This is an optimization exercise on Yosys and OpenROAD, whose aim is small area and a short achievable clock period, not a production implementation. At most, simulation tests tie the RTL to the original design; equivalence was not proved. Power is estimated from default activity; no workload was simulated.

==> module float2int, before the edit <==
module float2int(clk,rst_n,float_in,int_out);
input wire clk,rst_n;
input wire [31:0] float_in;
output wire [31:0] int_out;
wire [7:0]  e   = float_in[30:23];
wire [86:0] w   = {63'd0, 1'b1, float_in[22:0]} << e[5:0];
wire        mid = (e[7:6] == 2'b10) && (e[5:0] <= 6'd53);
wire [31:0] mag = mid ? w[53:22] : {31'd0, e == 8'd127};
reg        s_r;
reg [31:0] m_r;
always @(posedge clk) begin
	s_r <= float_in[31];
	m_r <= mag;
end
assign int_out = s_r ? (~m_r + 32'd1) : m_r;
endmodule
==> flow/config.mk <==
export PLATFORM = sky130hd
export DESIGN_NAME = float_ops
export DESIGN_NICKNAME = float_ops
export VERILOG_FILES = /design/flow/design.v
export SDC_FILE = /design/flow/constraint.sdc
export NUM_CORES = 4
export LEC_CHECK = 0
export CAP_MARGIN = 20
export CORE_MARGIN = 2
export CORE_UTILIZATION = 40
export SETUP_SLACK_MARGIN = 5
export SLEW_MARGIN = 20
export SYNTH_HIERARCHICAL = 1
export SYNTH_MINIMUM_KEEP_SIZE = 0
==> flow/constraint.sdc <==
create_clock -name core_clock -period 10.0 [get_ports {clk}]
set_input_delay 2.0000 -clock core_clock [delete_from_list [all_inputs] [get_ports {clk}]]
set_output_delay 2.0000 -clock core_clock [all_outputs]
set_load 0.01 [all_outputs]
standard.sh (not shown) runs the stock make flow with config.mk's settings and CLKGATE_MAP_FILE= SYNTH_SCRIPT=/design/flow/synth_recipe.tcl, a recipe that flattens the netlist after the stock synthesis.
==> flow/flow/run.sh <==
#!/bin/bash
# Own layout flow: the standard flow (standard synthesis unchanged), with
# the ports buffered by the smallest plain buffer instead of the default
# delay-cell buffer; timing repair upsizes it where a path needs it.
set -euo pipefail
export BUFFER_PORTS_ARGS="-buffer_cell sky130_fd_sc_hd__buf_1"
bash standard.sh finish > standard_flow.log 2>&1
Then changed:
--- a/flow/design.v
+++ b/flow/design.v
@@ -662,11 +662,30 @@
 wire [31:0] mag = mid ? w[53:22] : {31'd0, e == 8'd127};
 reg        s_r;
 reg [31:0] m_r;
+reg [2:0]  any_r;
 always @(posedge clk) begin
-	s_r <= float_in[31];
-	m_r <= mag;
+	s_r   <= float_in[31];
+	m_r   <= mag;
+	any_r <= {|mag[23:16], |mag[15:8], |mag[7:0]};
 end
-assign int_out = s_r ? (~m_r + 32'd1) : m_r;
+wire [31:0] below;
+genvar i;
+generate for (i = 0; i < 32; i = i + 1) begin : g_below
+	if (i % 8 == 0) begin : g_first
+		if (i == 0) begin : g_zero
+			assign below[i] = 1'b0;
+		end else begin : g_lower
+			assign below[i] = |any_r[i/8-1:0];
+		end
+	end else begin : g_rest
+		if (i < 8) begin : g_byte0
+			assign below[i] = |m_r[i-1:0];
+		end else begin : g_upper
+			assign below[i] = (|m_r[i-1:(i/8)*8]) | (|any_r[i/8-1:0]);
+		end
+	end
+end endgenerate
+assign int_out = m_r ^ ({32{s_r}} & below);
 endmodule
 module int2float(clk,rst_n,int_in,float_out);
 input wire clk,rst_n;
Effect: The changed run went through all stages and came out clean; fmax increases by 3.7%; sequential share of layout area is about the same; cell count increases by 2.1%; clock power decreases by about 6%; core utilization decreases by 0.28 points; worst setup slack improves by 0.18 ns; routed wire length increases by 4.7%; power increases by 0.92%; design area increases by 0.89%.
Function was not checked in any run of this note: the RTL went through the layout flow alone.

the previous run:
Another version of the RTL of float_ops (not shown whole).
Size: ~370 flip-flops, ~36000 um2 of cells after synthesis.
==> module float_adder, before the edit <==
module float_adder(clk,rst_n,add_a,add_b,adder_out);
input wire [31:0] add_a,add_b;
output wire [31:0] adder_out;
input rst_n,clk;
wire [7:0] ea = add_a[30:23];
wire [7:0] eb = add_b[30:23];
wire [8:0] dab = {1'b0, ea} - {1'b0, eb};
wire [8:0] dba = {1'b0, eb} - {1'b0, ea};
wire e_lt  = dab[8];                       
wire a_lt_b = add_a[30:0] < add_b[30:0];
wire [7:0] d    = e_lt ? dba[7:0] : dab[7:0];
wire       sat  = e_lt ? (dba[7:0] > 8'd27) : (dab[7:0] > 8'd27);
wire       near = e_lt ? (dba[7:0] <= 8'd46) : (dab[7:0] <= 8'd46);
wire [22:0] fam = add_a[22:0] & {23{near}};
wire [22:0] fbm = add_b[22:0] & {23{near}};
reg        s0, sub0, bz0, hb0;
reg [7:0]  e0;
reg [4:0]  d0;
reg [22:0] fa0, fb0;
always @(posedge clk) begin
	s0   <= a_lt_b ? add_b[31] : add_a[31];
	sub0 <= add_a[31] ^ add_b[31];
	bz0  <= ~|{add_a, add_b};
	e0   <= e_lt ? eb : ea;
	d0   <= sat ? 5'd31 : d[4:0];
	fa0  <= a_lt_b ? add_b[22:0] : add_a[22:0];
	hb0  <= near;
	fb0  <= a_lt_b ? fam : fbm;
end
wire [23:0] bm = {hb0, fb0};
wire [26:0] ar = {2'b01, fa0, 2'b00};
wire [26:0] br = {1'b0, bm, 2'b00} >> d0;
reg st;
integer k;
always @(*) begin
	st = 1'b0;
	for (k = 0; k < 24; k = k + 1)
		if ((k + 3 <= d0) && (k + 23 >= d0)) st = st | bm[k];
end
wire [26:0] r = ar + (br ^ {27{sub0}}) + {26'd0, sub0 & ~st};
reg [26:0] r1;
reg        s1, bz1, nan1;
reg [7:0]  e1;
always @(posedge clk) begin
	r1   <= r;
	s1   <= s0;
	bz1  <= bz0;
	nan1 <= &e0;
	e1   <= e0;
end
reg [4:0] ss;
integer i;
always @(*) begin
	ss = 5'd24;
	for (i = 3; i <= 26; i = i + 1)
		if (r1[i]) ss = 26 - i;
end
wire [26:0] n    = r1 << ss;
wire [22:0] frac = n[25:3] + {22'd0, n[2]};
wire        zero = bz1 | ~|r1;
reg        s2;
reg [7:0]  e2;
reg [22:0] f2;
always @(posedge clk) begin
	if (nan1) begin
		s2 <= s1;
		e2 <= 8'hff;
		f2 <= 23'd1;
	end else if (zero) begin
		s2 <= 1'b0;
		e2 <= 8'd0;
		f2 <= 23'd0;
	end else begin
		s2 <= s1;
		e2 <= e1 + 8'd1 - {3'd0, ss};
		f2 <= frac;
	end
end
assign adder_out = {s2, e2, f2};
endmodule
==> module int2float, before the edit <==
module int2float(clk,rst_n,int_in,float_out);
input wire clk,rst_n;
input wire [31:0] int_in;
output wire [31:0] float_out;
wire        s   = int_in[31];
wire [31:0] y   = int_in ^ {32{s}};
wire [31:0] mag = s ? (~int_in + 32'd1) : int_in;
reg  [5:0]  c;
integer i;
always @(*) begin
	c = 6'd32;
	for (i = 0; i < 32; i = i + 1)
		if (y[i]) c = 31 - i;
end
wire [31:0] m8 = mag << {c[5:2], 2'b00};
reg        s_r;
reg [5:0]  c_r;
reg [31:0] m_r;
always @(posedge clk) begin
	s_r <= s;
	c_r <= c;
	m_r <= m8;
end
wire [31:0] n = m_r << c_r[1:0];
assign float_out = {s_r, n[31] ? (8'd158 - {2'd0, c_r}) : (8'd159 - {2'd0, c_r}), n[30:8]};
endmodule
==> flow/config.mk <==
export PLATFORM = sky130hd
export DESIGN_NAME = float_ops
export DESIGN_NICKNAME = float_ops
export VERILOG_FILES = /design/flow/design.v
export SDC_FILE = /design/flow/constraint.sdc
export NUM_CORES = 4
export LEC_CHECK = 0
export CAP_MARGIN = 20
export CORE_MARGIN = 2
export CORE_UTILIZATION = 40
export SLEW_MARGIN = 20
export SYNTH_HIERARCHICAL = 1
export SYNTH_MINIMUM_KEEP_SIZE = 0
==> flow/constraint.sdc <==
create_clock -name core_clock -period 10.0 [get_ports {clk}]
set_input_delay 2.0000 -clock core_clock [delete_from_list [all_inputs] [get_ports {clk}]]
set_output_delay 2.0000 -clock core_clock [all_outputs]
set_load 0.01 [all_outputs]
==> flow/flow/run.sh <==
#!/bin/bash
set -euo pipefail
export BUFFER_PORTS_ARGS="-buffer_cell sky130_fd_sc_hd__buf_1"
export SETUP_SLACK_MARGIN=5.5
bash standard.sh finish > standard_flow.log 2>&1
> inputs changed (the previous run -> the current run)
--- a/flow/design.v
+++ b/flow/design.v
@@ -56,6 +56,8 @@
 		if (r1[i]) ss = 26 - i;
 end
+wire [23:0] q    = r1[26] ? r1[25:2] : (r1[25] ? r1[24:1] : r1[23:0]);
+wire [22:0] fr   = q[23:1] + {22'd0, q[0]};
 wire [26:0] n    = r1 << ss;
-wire [22:0] frac = n[25:3] + {22'd0, n[2]};
+wire [22:0] frac = (r1[26] | r1[25] | r1[24]) ? fr : n[25:3];
 wire        zero = bz1 | ~|r1;
 reg        s2;
@@ -686,5 +688,5 @@
 		if (y[i]) c = 31 - i;
 end
-wire [31:0] m8 = mag << {c[5:2], 2'b00};
+wire [31:0] m8 = mag << {c[5:3], 3'b000};
 reg        s_r;
 reg [5:0]  c_r;
@@ -695,5 +697,5 @@
 	m_r <= m8;
 end
-wire [31:0] n = m_r << c_r[1:0];
+wire [31:0] n = m_r << c_r[2:0];
 assign float_out = {s_r, n[31] ? (8'd158 - {2'd0, c_r}) : (8'd159 - {2'd0, c_r}), n[30:8]};
 endmodule
Notes after the runs:
Top layer reached by signal wires = met5: the previous run; top layer reached by signal wires = met4: the current run
Layout multi-input combinational cell count (the current run over the previous run): decrease, 1.6%
Comparing the previous run against the current run, there is no change at all in number of buffers inserted by port buffering.
Setup slack | the current run below the previous run
The total met3 wirelength after detailed routing reported for the current run is smaller than that of the previous run by 22%.
Of the previous run and the current run, the lower count of plain and timing-repair buffers in the layout belongs to the current run.
In terms of sum of net half-perimeters after detailed placement, the current run and the previous run differ only marginally.
Relative to the previous run, combinational power share has gone down in the current run.
The current run ran to completion and came out clean on the timing, design-rule and antenna checks.
Last element of the critical path: u_mul.cl1 -> the current run, u_add.f2[22] -> the previous run
Die area: the previous run vs the current run, no meaningful difference
Clock power of the current run exceeds that of the previous run by a little under 10%.
The current run: clock skew 11 ps above the previous run
The previous run → the current run: area growth from synthesis to final layout decreased 1.5 points; core utilization decreased 0.61 points; placed standard-cell area essentially unchanged.
No functional check of the RTL was part of the current run.

[static timing again, ports no longer ideal]
How much do the figures lean on ideal ports? The routed layouts below were timed once more, with nothing changed but the port constraints. Step 1 sets driving cells, clkbuf_16 on the clock port and buf_2 on the other inputs (assumed; they add their load-dependent delay and slew). Step 2, shift: input delay + t, output delay - t, t = (earliest + latest rising clock arrival at the registers) / 2. This alone moves slack from input paths to output paths. a / b / c = ideal / step 1 / step 2; a / b = the first two.
| run | t (ns) | slack for setup (ns) | clock arrival spread, ns | worst register clock-pin slew, ns | worst data-port slew with drivers (ns) |
|---|---|---|---|---|---|
| the first run of note 1 | 0.686 | 5.042 / 5.023 / 4.392 | 0.033 / 0.033 | 0.07 / 0.07 | 0.14 |
| the second run of note 1 | 0.675 | 5.220 / 5.228 / 4.590 | 0.030 / 0.030 | 0.07 / 0.07 | 0.10 |
| the previous run | 0.669 | 5.558 / 5.545 / 4.954 | 0.029 / 0.028 | 0.08 / 0.08 | 0.16 |
| the current run | 0.672 | 5.442 / 5.442 / 4.938 | 0.040 / 0.039 | 0.07 / 0.07 | 0.08 |
After both steps every run listed still meets setup and hold. For the first run of note 1, which loses most, drivers alone change the setup slack by -0.019 ns; drivers and shift together by -0.650 ns.
